This design comes from an exercise in tuning for small area and a short achievable clock period on the open sky130 flow, not from production work.
RTL that was checked went through simulation tests only; none was proved equivalent to the original.
Function not checked in run 2: the RTL went through the layout flow alone.
Power is estimated from default activity; no workload was simulated.

### design/flow/run.sh
#!/bin/bash
# synth_recipe.tcl (not shown) runs the flow's synth.tcl, then flattens the netlist and writes it again
# the make line also repeats each setting of config.mk as NAME=value (left out here)
make -C /OpenROAD-flow-scripts/flow DESIGN_CONFIG=/design/flow/config.mk WORK_HOME=/design/flow/orfs CLKGATE_MAP_FILE= SYNTH_SCRIPT=/design/flow/synth_recipe.tcl finish
### design/flow/config.mk
export PLATFORM = sky130hd
export DESIGN_NAME = axis_dwidth_downsizer
export DESIGN_NICKNAME = axis_dwidth_downsizer
export VERILOG_FILES = /design/flow/design.v
export SDC_FILE = /design/flow/constraint.sdc
export NUM_CORES = 4
export LEC_CHECK = 0
export CAP_MARGIN = 20
export CORE_MARGIN = 2
export CORE_UTILIZATION = 40
export SLEW_MARGIN = 20
### design/flow/constraint.sdc
create_clock -name core_clock -period 4.0 [get_ports {aclk}]
set_input_delay 0.8000 -clock core_clock [delete_from_list [all_inputs] [get_ports {aclk}]]
set_output_delay 0.8000 -clock core_clock [all_outputs]
set_load 0.01 [all_outputs]
### design/flow/design.v
module axis_dwidth_downsizer #(
  parameter WIDTH      = 32,  
  parameter NUM_REG    =  4  
)(
    input  logic aclk,                     
    input  logic aresetn,               
    input  logic s_axis_tvalid,   
    output logic s_axis_tready,   
    input  logic [WIDTH*NUM_REG-1:0] s_axis_tdata,     
    input  logic s_axis_tlast,   
    output logic m_axis_tvalid,   
    input  logic m_axis_tready,   
    output [WIDTH-1:0] m_axis_tdata,     
    output m_axis_tlast
);
    localparam READY = 0;
    localparam SHIFT = 1;
    localparam LAST = 2;
  logic [NUM_REG*WIDTH - 1:0] s_reg;
  logic [32:0] cnt;
  logic [1:0] state_reg;
  logic m_axis_tlast_local;
  assign m_axis_tdata = s_reg[NUM_REG*WIDTH - 1:(NUM_REG-1)*WIDTH];
  assign m_axis_tlast = (cnt == NUM_REG - 1) & m_axis_tlast_local;
  always @(posedge aclk) begin
    if (aresetn == 0) begin
      state_reg       <= READY;
      cnt             <=  0;
      s_axis_tready   <=  1;
      m_axis_tvalid   <=  0;
      m_axis_tlast_local <= 0;
      s_reg           <= '0;
    end else begin
      if (s_axis_tlast == 1) m_axis_tlast_local <= 1;
      case (state_reg)
        READY:
          begin
            cnt <=  0;
            if (s_axis_tvalid == 1) begin
              s_reg       <= s_axis_tdata;
              state_reg   <= SHIFT;
              s_axis_tready <= 0;
              m_axis_tvalid <= 1;
            end
          end
        SHIFT:
          begin
            if (cnt < NUM_REG - 1  & m_axis_tready == 1) begin
                cnt   <= cnt + 1;
                s_reg <= s_reg << WIDTH;
            end else if (cnt < NUM_REG - 1 & m_axis_tready == 0) 
                state_reg <= SHIFT;
            else begin
                state_reg <= LAST;
	              m_axis_tvalid <= 0;
                m_axis_tlast_local <= 0;
	          end
          end
        LAST:
          begin
            if (m_axis_tready == 1) begin
                state_reg     <= READY;
                s_axis_tready <= 1;	
	        end
          end
      endcase
    end
  end
endmodule
==> key figures, run 1 <==
Synth
  • Number of synthesized flops with an enable pin: 0
  • Synthesis-stage register bit count: between 150 and 200
  • Yosys top cell by area: dfxtp_1
  • Mapped Area: between 7000 and 8000 um2
  • Dominant register cell in the synthesized netlist: dfxtp_1
  • Mapped Avg Cell Area: 10.39 um2
  • Async set or reset register ratio after synthesis: 0
  • Yosys warnings: 1
  • Top-area cell type share of the netlist area: 0.4580
  • Top cells by count, synth: dfxtp_1, nand2_1, mux2i_1, o221a_2, clkbuf_1
  • Post-Synthesis Cells: around 700
  • Mapped Nets: 836
  • Netlist cell types: 37
  • Top post-synthesis cells by area: dfxtp_1, mux2i_1, o221a_2, o221a_1, nand2_1
  • Most numerous cell in the Yosys netlist: dfxtp_1
  • Post-synthesis sequential area ratio: 0.4580

Power
  • Leakage: roughly 3.8 nW
  • Combinational power share: 0.229
  • Sw Ratio: 0.2725
  • Net Sw Power: ~1.3 mW
  • Sequential share of power: 0.427
  • PD cells: between 400 and 500 nW/um2
  • Worst vdd ir: a little under 0.0003 V
  • Clock Power Share: 0.344
  • Int Power: between 3 and 4 mW

Drt
  • Final wirelength: between 15,000 and 20,000 um
  • Residual DRC count: 0
  • Drt wl/cell: 18.08 um
  • Vias post-DR: 5,615
  • Post-route ant nets: 0
  • First-pass DRT Iterations: 6
  • Routed vias/inst: roughly 5.4
  • Drt first-iter violations: ~490

Setup path
  • Worst Path Required: roughly 3200 ps
  • Crit-path max cell delay: 560 ps
  • Family with the most delay on the worst path: simple AND/OR/NAND/NOR gates
  • Crit path DAT: roughly 2700 ps
  • Crit Path Category: flip-flop to output port
  • CP max stage cell: nor4_1
  • Cells along the critical path: or4_1, nor4_1, nand2_1, nor2_1, clkdlybuf4s50_1
  • Buf/Inv on CP: 1
  • Critical Path Source Type: flip-flop
  • Crit Path Max Fanout: 4
  • Setup crit end kind: output port

STA
  • Fin crit share: 0.8681
  • TNS Setup: 0 ps
  • Fin Hold WS: ~470 ps
  • Max frequency: approximately 0.29 GHz
  • Period minus WS final: approximately 3500 ps
  • Worst Skew: just over 8 ps
  • Worst slew pin tran: ~1000 ps
  • Unrepaired setup endpoints after global routing: no
  • Slew Limit Fails: 0
  • Final hold violation count: 0
  • Max_slew headroom: 0.3138
  • Final Setup Violations: 0

Final layout
  • P&R area growth vs syn: 29.33%
  • Finished Layout Cells: 1,035
  • Number of flip-flops in the largest register: approximately 130
  • Post-Layout Inst Area: between 9000 and 10,000 um2
  • # nets final: just over 900
  • Layout cells sized above 1: 0.1280

Global route
  • Remaining Overflow, GRT: 0
  • Antenna violations before repair: 1
  • Busiest grt layer: met2
  • Met3 global-route usage: 0.04178
  • GRT met2 Usage: 0.2830
  • Largest net degree at the start of global routing: 97
  • Met1 Use GR: 0.2671
  • GRT Util Overall: 0.1878
  • Vias in the first global route: about 5,400
  • First-pass GRT wire length: between 20,000 and 30,000 um

Floorplan
  • Row cnt: 49
  • Ports: 168
  • Core area: about 18,000 um2
  • Die width: around 140 um
  • Die Area: 19,230 um2
  • Vert. Die Dim: about 140 um
  • Initial Util: 0.4053

Clocking
  • Clock transition at path regs: around 60 ps
  • Hold_buf cts: 0
  • Max Buffers Root-to-Sink: 2
  • Cts repair resizes: 0
  • Worst-skew pair later-pin latency: around 420 ps
  • Sink Count: 166
  • CTS H-tree depth: 4
  • Root Driver: clkbuf_16
  • TritonCTS Buffers: 17
  • CTS tree: built
  • Post CTS Setup Buffer Count: 0

Placement
  • Placed cells: between 1,000 and 1,500
  • Cell Area, Placed: around 8800 um2
  • DPL Wire Length: roughly 13,000 um
  • GPL Wtd Cong: around 0.8
  • PortBufs: around 170

Min path
  • Tightest Hold Check Type: flip-flop to flip-flop

Flow run
  • Max Cap Viol: 0

Run status
  • Status: no timing/DRC/antenna violations
## per-layer routing
layer  up-vias  share of wire
met3        18          0.050
li1       2812              -
met4         0          0.017
met1      2632           0.49
met5         -              0
met2       153           0.44
## cell families after synthesis
kind of cell | count (synthesis) | share of synthesized area
buffers and inverters | 110 | 0.07829
AO/OA/AOI/OAI | 151 | 0.2142
multiplexers | 96 | 0.1324
adder cells (fa/ha/maj) | 5 | 0.008622
AND/OR/NAND/NOR | 170 | 0.1085
flip-flops | 166 | 0.4580
## stage by stage
stage	setup WS [ps]	util	power, mW
after floorplan	1633	-	2.733
after detailed placement	950.5	0.4917	3.072
after global routing	368.3	0.5242	4.846
after CTS	522.7	0.5240	4.667
final	527.7	0.5242	4.622
after global placement	960.8	0.4917	3.049
## worst register-to-register path: cells and delay by family (launching register included)
family	cells	cell delay, ps
compound gates	1	460
buf+inv	1	410
flops	1	320
simple gates	4	1570
## cell usage in the layout, fill, tap and decap left out, types with 8 or more instances in the layout
master / count
and3_1: 29
a32o_1: 32
o221a_1: 40
o221a_2: 56
clkbuf_16: 17
clkdlybuf4s50_1: 166
buf_4: 10
nand2_1: 106
a21oi_1: 9
dfxtp_1: 166
inv_1: 8
mux2i_1: 96
## path summary, 6_finish.rpt
path | slack, ps | start | to | depth (start not counted)
hold reg to reg | 470 | cnt[18] | cnt[18] | 2
setup / recovery | 530 | cnt[10] | m_axis_tlast | 5
setup reg to reg | 1120 | cnt[10] | s_reg[33] | 6
hold / removal | 470 | cnt[18] | cnt[18] | 2
## power groups by stage
| stage | Sequential [mW] | Combinational (mW) | Clock, mW |
|---|---|---|---|
| 2_1_floorplan | 1.96 | 0.770 | 0 |
| 3_3_place_gp | 2.00 | 1.04 | 0 |
| 3_5_place_dp | 2.01 | 1.06 | 0 |
| 4_1_cts | 1.97 | 1.06 | 1.63 |
| 5_1_grt | 2.00 | 1.14 | 1.70 |
| 6_report | 1.97 | 1.06 | 1.59 |
## layout make-up
| cell class | instances | area (um2) |
|---|---|---|
| timing repair buffer | 177 | 1757 |
| antenna | 1 | 2.502 |
| inverter | 8 | 30.03 |
| clock buffer | 24 | 481.7 |
| fill | 1575 | 8518 |
| multi-input combinational | 422 | 3406 |
| tap | 229 | 286.5 |
| clock inverter | 8 | 97.59 |
| sequential | 166 | 3323 |
==> inputs of run 2 (changes only) <==
==> design/flow/design.v (replaced) <==
module axis_dwidth_downsizer #(
  parameter WIDTH      = 32,  
  parameter NUM_REG    =  4  
)(
    input  logic aclk,
    input  logic aresetn,
    input  logic s_axis_tvalid,
    output logic s_axis_tready,
    input  logic [WIDTH*NUM_REG-1:0] s_axis_tdata,
    input  logic s_axis_tlast,
    output logic m_axis_tvalid,
    input  logic m_axis_tready,
    output [WIDTH-1:0] m_axis_tdata,
    output m_axis_tlast
);
  logic [WIDTH-1:0] out_reg;
  logic [(NUM_REG-1)*WIDTH-1:0] hold_reg;
  logic [NUM_REG-1:0] sel;
  logic last_seen;    
  logic last_reg;     
  logic idle;         
  assign m_axis_tdata = out_reg;
  assign m_axis_tlast = last_reg;
  logic [WIDTH-1:0] next_word;
  logic [WIDTH-1:0] pick [NUM_REG];
  assign pick[0] = {WIDTH{idle}} & s_axis_tdata[NUM_REG*WIDTH-1 -: WIDTH];
  for (genvar k = 0; k < NUM_REG-1; k++) begin : g_pick
    assign pick[k+1] = pick[k] |
      ({WIDTH{sel[k]}} & hold_reg[(NUM_REG-1-k)*WIDTH-1 -: WIDTH]);
  end
  assign next_word = pick[NUM_REG-1];
  always @(posedge aclk) begin
    if (idle) hold_reg <= s_axis_tdata[(NUM_REG-1)*WIDTH-1:0];
    if (idle | m_axis_tready) out_reg <= next_word;
    last_reg <= sel[NUM_REG-2] & m_axis_tready & (last_seen | s_axis_tlast);
  end
  always @(posedge aclk) begin
    if (aresetn == 0) begin
      s_axis_tready <= 1;
      idle          <= 1;
      m_axis_tvalid <= 0;
      sel           <= '0;
      last_seen     <= 0;
    end else begin
      last_seen <= ~sel[NUM_REG-1] & (last_seen | s_axis_tlast);
      if (idle) begin
        sel <= {{(NUM_REG-1){1'b0}}, s_axis_tvalid};
        if (s_axis_tvalid) begin
          s_axis_tready <= 0;
          idle          <= 0;
          m_axis_tvalid <= 1;
        end
      end else begin
        sel <= m_axis_tready ? sel << 1 : {1'b0, sel[NUM_REG-2:0]};
        if (sel[NUM_REG-1]) m_axis_tvalid <= 0;
        if (!m_axis_tvalid & m_axis_tready) begin
          s_axis_tready <= 1;
          idle          <= 1;
        end
      end
    end
  end
endmodule
==> design/flow/flow/run.sh (new file) <==
#!/bin/bash
# Standard ORFS layout, with the port buffers made from the smallest plain buffer
# instead of the cell buffer_ports would pick on its own.
set -euo pipefail
export BUFFER_PORTS_ARGS="-buffer_cell sky130_fd_sc_hd__buf_1"
bash standard.sh finish > standard.log 2>&1
==> design/flow/standard.sh (new file) <==
#!/bin/bash
# synth_recipe.tcl (not shown) runs the flow's synth.tcl, then flattens the netlist and writes it again
# the make line also repeats each setting of config.mk as NAME=value (left out here)
make -C /OpenROAD-flow-scripts/flow DESIGN_CONFIG=/design/flow/config.mk WORK_HOME=/design/flow/orfs CLKGATE_MAP_FILE= SYNTH_SCRIPT=/design/flow/synth_recipe.tcl "${@:-finish}"
--- a/design/flow/config.mk
+++ b/design/flow/config.mk
@@ -7,5 +7,5 @@
 export LEC_CHECK = 0
 export CAP_MARGIN = 20
 export CORE_MARGIN = 2
-export CORE_UTILIZATION = 40
+export CORE_UTILIZATION = 60
 export SLEW_MARGIN = 20
removed: design/flow/run.sh
==> key figures, run 2 <==
STA
  • Max frequency: about 0.45 GHz
  • Final hold violation count: 0
  • Final Setup Violations: 0
  • Max_slew headroom: 0.3201
  • Worst Skew: between 9 and 10 ps
  • Period minus WS final: about 2200 ps
  • Unrepaired setup endpoints after global routing: no
  • TNS Setup: 0 ps
  • Worst slew pin tran: roughly 1000 ps
  • Slew Limit Fails: 0
  • Fin crit share: 0.5566

Setup path
  • Crit Path Category: flip-flop to flip-flop
  • Crit path DAT: ~2700 ps
  • Setup crit end kind: flip-flop
  • Worst Path Required: around 4500 ps
  • Crit. Startpoint: idle
  • Critical Path Source Type: flip-flop
  • Reg-to-Reg Start: idle
  • Crit Path Max Fanout: between 70 and 80

Clocking
  • Worst-skew pair later-pin latency: about 520 ps
  • Hold_buf cts: 0
  • CTS tree: built
  • Max Buffers Root-to-Sink: 2
  • Root Driver: clkbuf_8
  • Cts repair resizes: 0
  • Post CTS Setup Buffer Count: 0
  • CTS H-tree depth: 4
  • Clock transition at path regs: 60 ps
  • Sink Count: approximately 140
  • TritonCTS Buffers: 17

Final layout
  • Most common cell after layout, fill and taps aside: buf_1
  • N_diodes: 0
  • # nets final: a little under 600
  • P&R area growth vs syn: 23.61%
  • Fin util: 0.7653
  • Number of flip-flops in the largest register: 96
  • Commonest cells after routing, fill and taps aside: buf_1, edfxtp_1, a22oi_1
  • Layout cells sized above 1: 0.1507
  • Filler cell count: 527

Synth
  • Yosys warnings: 2
  • Mapped Nets: 405
  • Yosys top cell by area: edfxtp_1
  • Most numerous cell in the Yosys netlist: edfxtp_1
  • Netlist cell types: 19
  • Post-Synthesis Cells: ~270
  • Mapped Area: 5087 um2
  • Top post-synthesis cells by area: edfxtp_1, a22oi_2, a22oi_1, dfxtp_1, nand2_1
  • Dominant register cell in the synthesized netlist: edfxtp_1
  • Top-area cell type share of the netlist area: 0.7555
  • Mapped Avg Cell Area: between 15 and 20 um2
  • Synthesis-stage register bit count: about 140
  • Async set or reset register ratio after synthesis: 0
  • Top cells by count, synth: edfxtp_1, a22oi_1, nand2_1, a22oi_2
  • Post-synthesis sequential area ratio: 0.7909
  • Number of synthesized flops with an enable pin: roughly 130

Placement
  • PortBufs: 167
  • GPL Wtd Cong: between 0.7 and 0.8
  • DPL Wire Length: between 6000 and 7000 um

Drt
  • Residual DRC count: 0
  • Routed vias/inst: between 5 and 6
  • Vias post-DR: about 3,000
  • First-pass DRT Iterations: 4
  • Final wirelength: between 9000 and 10,000 um
  • Drt first-iter violations: between 100 and 150
  • Post-route ant nets: 0
  • Drt wl/cell: approximately 18 um

Floorplan
  • Initial Util: 0.6192
  • Ports: between 150 and 200
  • Row cnt: 33
  • Die Area: a little over 9000 um2
  • Core area: 8217 um2
  • Vert. Die Dim: between 90 and 100 um
  • Die width: about 96 um

Global route
  • First-pass GRT wire length: 14,650 um
  • GRT Util Overall: 0.2253
  • Antenna violations before repair: 0
  • Remaining Overflow, GRT: 0
  • Vias in the first global route: 2,989
  • Largest net degree at the start of global routing: 77

Min path
  • Tightest Hold Check Type: flip-flop to flip-flop
  • Worst hold path startpoint: sel[3]

Power
  • Leakage: approximately 2.2 nW
  • Worst vdd ir: ~0.00040 V
  • PD cells: approximately 560 nW/um2

Run status
  • Status: no timing/DRC/antenna violations

Flow run
  • Max Cap Viol: 0
==> run 2: cell count changes in the layout (fill, tap and decap cells not counted), sizes merged, moves of 7 or more <==
cell	delta
mux2i	-94
dfxtp	-157
clkdlybuf4s50	-166
a22oi	+64
buf	+159
nand2	-71
a32o	-32
and3	-29
edfxtp	+128
a21oi	-10
clkbuf	-7
o221a	-96
==> run 2: layer usage <==
metal / GRT usage / vias to the layer above / routed length (um)
met3: 0.1190 / 9 / 1020
li1: - / 1437 / -
met5: 0 / - / 0
met1: 0.2579 / 1411 / 3727
met2: 0.3686 / 127 / 5024
met4: 0.06667 / 0 / 91
==> run 2: final cells by class <==
| type | instances | area (um2) | area share |
|---|---|---|---|
| flip-flops and latches | 137 | 4029 | 0.6407 |
| multi-input cells | 119 | 887.1 | 0.1411 |
| repair buffers | 170 | 649.4 | 0.1033 |
| clock buffers | 17 | 414.1 | 0.06586 |
| clock inverters | 15 | 177.7 | 0.02825 |
| well taps | 105 | 131.4 | 0.02089 |
==> run 2: worst paths after layout <==
path	end	slack [ps]	cells after the start
setup / recovery	m_axis_tvalid	1770	3
hold / removal	last_seen	420	1
setup reg to reg	m_axis_tvalid	1770	3
hold reg to reg	last_seen	420	1
==> run 2: metrics by stage <==
stage | instance area [um2] | power, mW | setup slack [ps] | hold slack, ps | std cells
floorplan | 5087 | 1.921 | 206.9 | 391.2 | 272
global placement | 5697 | 2.006 | 1823 | 412.8 | 531
detailed placement | 5697 | 2.018 | 1772 | 404.8 | 531
CTS | 6289 | 3.547 | 1765 | 422.7 | 563
global route | 6289 | 3.652 | 1609 | 415.7 | 563
finish | 6289 | 3.517 | 1774 | 417.8 | 563
==> run 2: critical path, stage by stage (launching register included) <==
cell and delay (ps):
dfxtp_4 850, buf_4 850, and2b_1 280, o21ai_2 120
==> run 2: logic make-up after synthesis <==
logic type      after synthesis  share of synthesized area
buf+inv                      16                    0.03468
flops                       137                     0.7909
mux                           2                   0.003935
simple gates                 49                    0.04181
compound gates               68                     0.1286
==> run 2: power breakdown <==
group	total [mW]	leakage, nW	switching (mW)	internal (mW)
registers	1.78	1.39	0.0667	1.72
logic	0.201	0.510	0.115	0.0859
clock network	1.53	0.282	0.621	0.910
total	3.52	2.18	0.803	2.71
==> inputs of run 3 (changes only) <==
==> design/flow/design.v (replaced) <==
module axis_dwidth_downsizer #(
  parameter WIDTH      = 32,  
  parameter NUM_REG    =  4  
)(
    input  logic aclk,
    input  logic aresetn,
    input  logic s_axis_tvalid,
    output logic s_axis_tready,
    input  logic [WIDTH*NUM_REG-1:0] s_axis_tdata,
    input  logic s_axis_tlast,
    output logic m_axis_tvalid,
    input  logic m_axis_tready,
    output [WIDTH-1:0] m_axis_tdata,
    output m_axis_tlast
);
  logic [WIDTH-1:0] out_reg;
  logic [(NUM_REG-1)*WIDTH-1:0] hold_reg;
  logic [NUM_REG-1:0] sel;
  logic last_seen;    
  logic last_reg;     
  assign m_axis_tdata = out_reg;
  assign m_axis_tlast = last_reg;
  logic [WIDTH-1:0] next_word;
  logic [WIDTH-1:0] pick [NUM_REG];
  assign pick[0] = {WIDTH{s_axis_tready}} & s_axis_tdata[NUM_REG*WIDTH-1 -: WIDTH];
  for (genvar k = 0; k < NUM_REG-1; k++) begin : g_pick
    assign pick[k+1] = pick[k] |
      ({WIDTH{sel[k]}} & hold_reg[(NUM_REG-1-k)*WIDTH-1 -: WIDTH]);
  end
  assign next_word = pick[NUM_REG-1];
  always @(posedge aclk) begin
    if (s_axis_tready) hold_reg <= s_axis_tdata[(NUM_REG-1)*WIDTH-1:0];
    if (s_axis_tready | m_axis_tready) out_reg <= next_word;
    last_reg <= sel[NUM_REG-2] & m_axis_tready & (last_seen | s_axis_tlast);
  end
  always @(posedge aclk) begin
    if (aresetn == 0) begin
      s_axis_tready <= 1;
      m_axis_tvalid <= 0;
      sel           <= '0;
      last_seen     <= 0;
    end else begin
      last_seen <= ~sel[NUM_REG-1] & (last_seen | s_axis_tlast);
      if (s_axis_tready) begin
        sel <= {{(NUM_REG-1){1'b0}}, s_axis_tvalid};
        if (s_axis_tvalid) begin
          s_axis_tready <= 0;
          m_axis_tvalid <= 1;
        end
      end else begin
        sel <= m_axis_tready ? sel << 1 : {1'b0, sel[NUM_REG-2:0]};
        if (sel[NUM_REG-1]) m_axis_tvalid <= 0;
        if (!m_axis_tvalid & m_axis_tready) s_axis_tready <= 1;
      end
    end
  end
endmodule
==> design/flow/run.sh (new file) <==
#!/bin/bash
# synth_recipe.tcl (not shown) runs the flow's synth.tcl, then flattens the netlist and writes it again
# the make line also repeats each setting of config.mk as NAME=value (left out here)
make -C /OpenROAD-flow-scripts/flow DESIGN_CONFIG=/design/flow/config.mk WORK_HOME=/design/flow/orfs CLKGATE_MAP_FILE= SYNTH_SCRIPT=/design/flow/synth_recipe.tcl finish
--- a/design/flow/config.mk
+++ b/design/flow/config.mk
@@ -7,5 +7,5 @@
 export LEC_CHECK = 0
 export CAP_MARGIN = 20
 export CORE_MARGIN = 2
-export CORE_UTILIZATION = 60
+export CORE_UTILIZATION = 40
 export SLEW_MARGIN = 20
removed: design/flow/flow/run.sh
removed: design/flow/standard.sh
==> key figures, run 3 <==
Synth
  • Dominant register cell in the synthesized netlist: edfxtp_1
  • Number of synthesized flops with an enable pin: between 100 and 150
  • Mapped Avg Cell Area: 18.78 um2
  • Async set or reset register ratio after synthesis: 0
  • Netlist cell types: 17
  • Synthesis-stage register bit count: about 140
  • Most numerous cell in the Yosys netlist: edfxtp_1
  • Mapped Nets: 401
  • Top cells by count, synth: edfxtp_1, a22oi_1, nand2_1, a22oi_2, buf_6
  • Top post-synthesis cells by area: edfxtp_1, a22oi_2, a22oi_1, dfxtp_1, buf_6
  • Mapped Area: approximately 5000 um2
  • Post-synthesis sequential area ratio: 0.7954
  • Yosys warnings: 2
  • Yosys top cell by area: edfxtp_1
  • Top-area cell type share of the netlist area: 0.7636
  • Post-Synthesis Cells: 268

STA
  • Period minus WS final: between 2000 and 2500 ps
  • TNS Setup: 0 ps
  • Worst slew pin tran: roughly 1000 ps
  • Final hold violation count: 0
  • Final Setup Violations: 0
  • Slew Limit Fails: 0
  • Max_slew headroom: 0.3453
  • Unrepaired setup endpoints after global routing: no
  • Fin crit share: 0.6166
  • Worst Skew: ~7.9 ps
  • Max frequency: a little over 0.4 GHz
  • Fin Hold WS: 406.1 ps

Clocking
  • Hold_buf cts: 0
  • CTS tree: built
  • Clock transition at path regs: around 50 ps
  • Root Driver: clkbuf_16
  • TritonCTS Buffers: 17
  • Sink Count: ~140
  • Cts repair resizes: 0
  • CTS H-tree depth: 4
  • Worst-skew pair later-pin latency: 410 ps
  • Post CTS Setup Buffer Count: 0
  • Max Buffers Root-to-Sink: 2

Setup path
  • Critical Path Source Type: flip-flop
  • Buf/Inv on CP: 1
  • Levels on crit path: 1
  • Crit Path Max Fanout: 33
  • Crit path DAT: 1670 ps
  • Crit path to: s_axis_tready
  • Reg-to-reg endpoint: out_reg[9]
  • Worst Path Required: 3200 ps
  • CP max stage cell: clkdlybuf4s50_1
  • Cells on worst reg2reg path: 3
  • Setup crit end kind: output port
  • Reg-to-Reg Start: s_axis_tready
  • Cells along the critical path: clkdlybuf4s50_1
  • Worst reg-to-reg setup slack: 2120 ps
  • Crit-path max cell delay: approximately 630 ps
  • Crit Path Category: flip-flop to output port
  • Family with the most delay on the worst path: buffers and inverters
  • Crit. Startpoint: s_axis_tready

Global route
  • Vias in the first global route: approximately 3,200
  • GRT Util Overall: 0.1697
  • Largest net degree at the start of global routing: 72
  • Antenna violations before repair: 0
  • First-pass GRT wire length: around 16,000 um
  • Remaining Overflow, GRT: 0

Drt
  • Final wirelength: about 11,000 um
  • First-pass DRT Iterations: 4
  • DR WL met3: roughly 1100 um
  • Routed vias/inst: 4.750
  • M1 WL: around 4400 um
  • Met2 routed WL: 5105 um
  • Residual DRC count: 0
  • Vias post-DR: ~3,000
  • Max layer used: met4
  • Post-route ant nets: 0
  • Drt first-iter violations: 153
  • Drt wl/cell: about 17 um

Floorplan
  • Initial Util: 0.4139
  • Die Area: 13,500 um2
  • Die width: between 100 and 150 um
  • Row cnt: 40
  • Core area: roughly 12,000 um2
  • Vert. Die Dim: ~120 um
  • Ports: between 150 and 200

Run status
  • Status: no timing/DRC/antenna violations

Final layout
  • Layout cells sized above 1: 0.1253
  • Most common cell after layout, fill and taps aside: clkdlybuf4s50_1
  • P&R area growth vs syn: 44.39%
  • Filler cell count: ~990
  • # nets final: roughly 580
  • Commonest cells after routing, fill and taps aside: clkdlybuf4s50_1, edfxtp_1, a22oi_1, nand2_1, a22oi_2
  • N_diodes: 0
  • Number of flip-flops in the largest register: 96

Power
  • Total Power: 3.388 mW
  • Leakage: 2.567 nW
  • Worst vdd ir: ~0.00026 V
  • PD cells: about 470 nW/um2

Placement
  • DPL Wire Length: 7275 um
  • PortBufs: 167
  • GPL Wtd Cong: just over 0.7

Min path
  • Tightest Hold Check Type: flip-flop to flip-flop

Flow run
  • Max Cap Viol: 0
-- run 3: changes by cell type after synthesis, moves of 2 or more --
cell / change
a22oi_1: -2
buf_8: -3
a22oi_2: +2
o21ai_2: -2
buf_6: +4
nand2b_1: -2
o21ai_1: +2
-- run 3: worst reg2reg max path: cells and delay by family (launching register included) --
family	cells	cell delay (ps)
DFF	1	620
AOI/OAI and AO/OA	1	260
buffers and inverters	1	770
and+or+nand+nor	1	100
-- run 3: cells by family (layout without fill, tap and decap cells) --
family,after synthesis,after routing,share of synthesized area
flip-flops,136,136,0.7954
AO/OA/AOI/OAI,67,67,0.1280
multiplexers,2,2,0.003977
AND/OR/NAND/NOR,46,46,0.03828
buffers and inverters,17,204,0.03430
-- run 3: routing by layer --
| layer | vias up | track usage |
|---|---|---|
| met5 | - | 0 |
| met1 | 1396 | 0.2018 |
| met3 | 17 | 0.08147 |
| li1 | 1420 | - |
| met4 | 0 | 0.07460 |
| met2 | 126 | 0.2643 |
-- run 3: worst min path at each step --
stage / from / slack (ps) / end / cells after the start
2_1_floorplan: sel[3] / 390 / last_seen / 1
3_3_place_gp: sel[3] / 400 / last_seen / 1
3_5_place_dp: sel[3] / 400 / last_seen / 1
4_1_cts: sel[3] / 410 / last_seen / 1
5_1_grt: sel[3] / 440 / last_seen / 1
6_report: sel[3] / 410 / last_seen / 1
-- run 3: final cells by class --
| class | count | area [um2] | area share |
|---|---|---|---|
| inverter | 1 | 3.754 | 0.0005164 |
| clock buffer | 25 | 455.4 | 0.06266 |
| sequential | 136 | 4011 | 0.5519 |
| timing repair buffer | 171 | 1702 | 0.2341 |
| multi-input combinational | 115 | 857.1 | 0.1179 |
| tap | 168 | 210.2 | 0.02892 |
| clock inverter | 7 | 28.78 | 0.003959 |
-- run 3: power by group --
group | total (mW) | switching [mW] | internal, mW
registers | 1.77 | 0.0572 | 1.71
logic | 0.342 | 0.123 | 0.219
clock network | 1.28 | 0.504 | 0.777
-- run 3: stage by stage --
stage	cells	instance area [um2]	utilization	setup WS (ps)
after floorplan	268	5034	-	167.3
after CTS	623	7266	0.5974	1490
after global placement	591	6782	0.5576	1449
after global routing	623	7268	0.5976	1447
after detailed placement	591	6782	0.5576	1412
final	623	7268	0.5976	1534

## port drivers added, routing unchanged
In the flow no input, the clock included, has a driving cell. The finished layouts below were timed again as built, in two steps.
Step 1, drivers: a clkbuf_16 drives aclk and a buf_2 each remaining input, both assumed.
Step 2 times the ports against the registers' clock, not the clock port: input delays grow and output delays shrink by t, the midpoint of the rising clock arrivals with the driver on.
Three values: ideal ports, drivers, drivers and shift; two values: the first two.
| run | t, ns | setup WS [ns] | pins driven straight from the clock port |
|---|---|---|---|
| run 1 | 0.458 | 0.528 / 0.484 / 0.816 | 1 |
| run 2 | 0.543 | 1.774 / 1.774 / 1.774 | 1 |
| run 3 | 0.438 | 1.534 / 1.497 / 1.463 | 1 |
After both steps setup and hold are still met in every run listed. For run 3, which loses most, drivers alone change the setup slack by -0.037 ns; drivers and shift together by -0.071 ns.
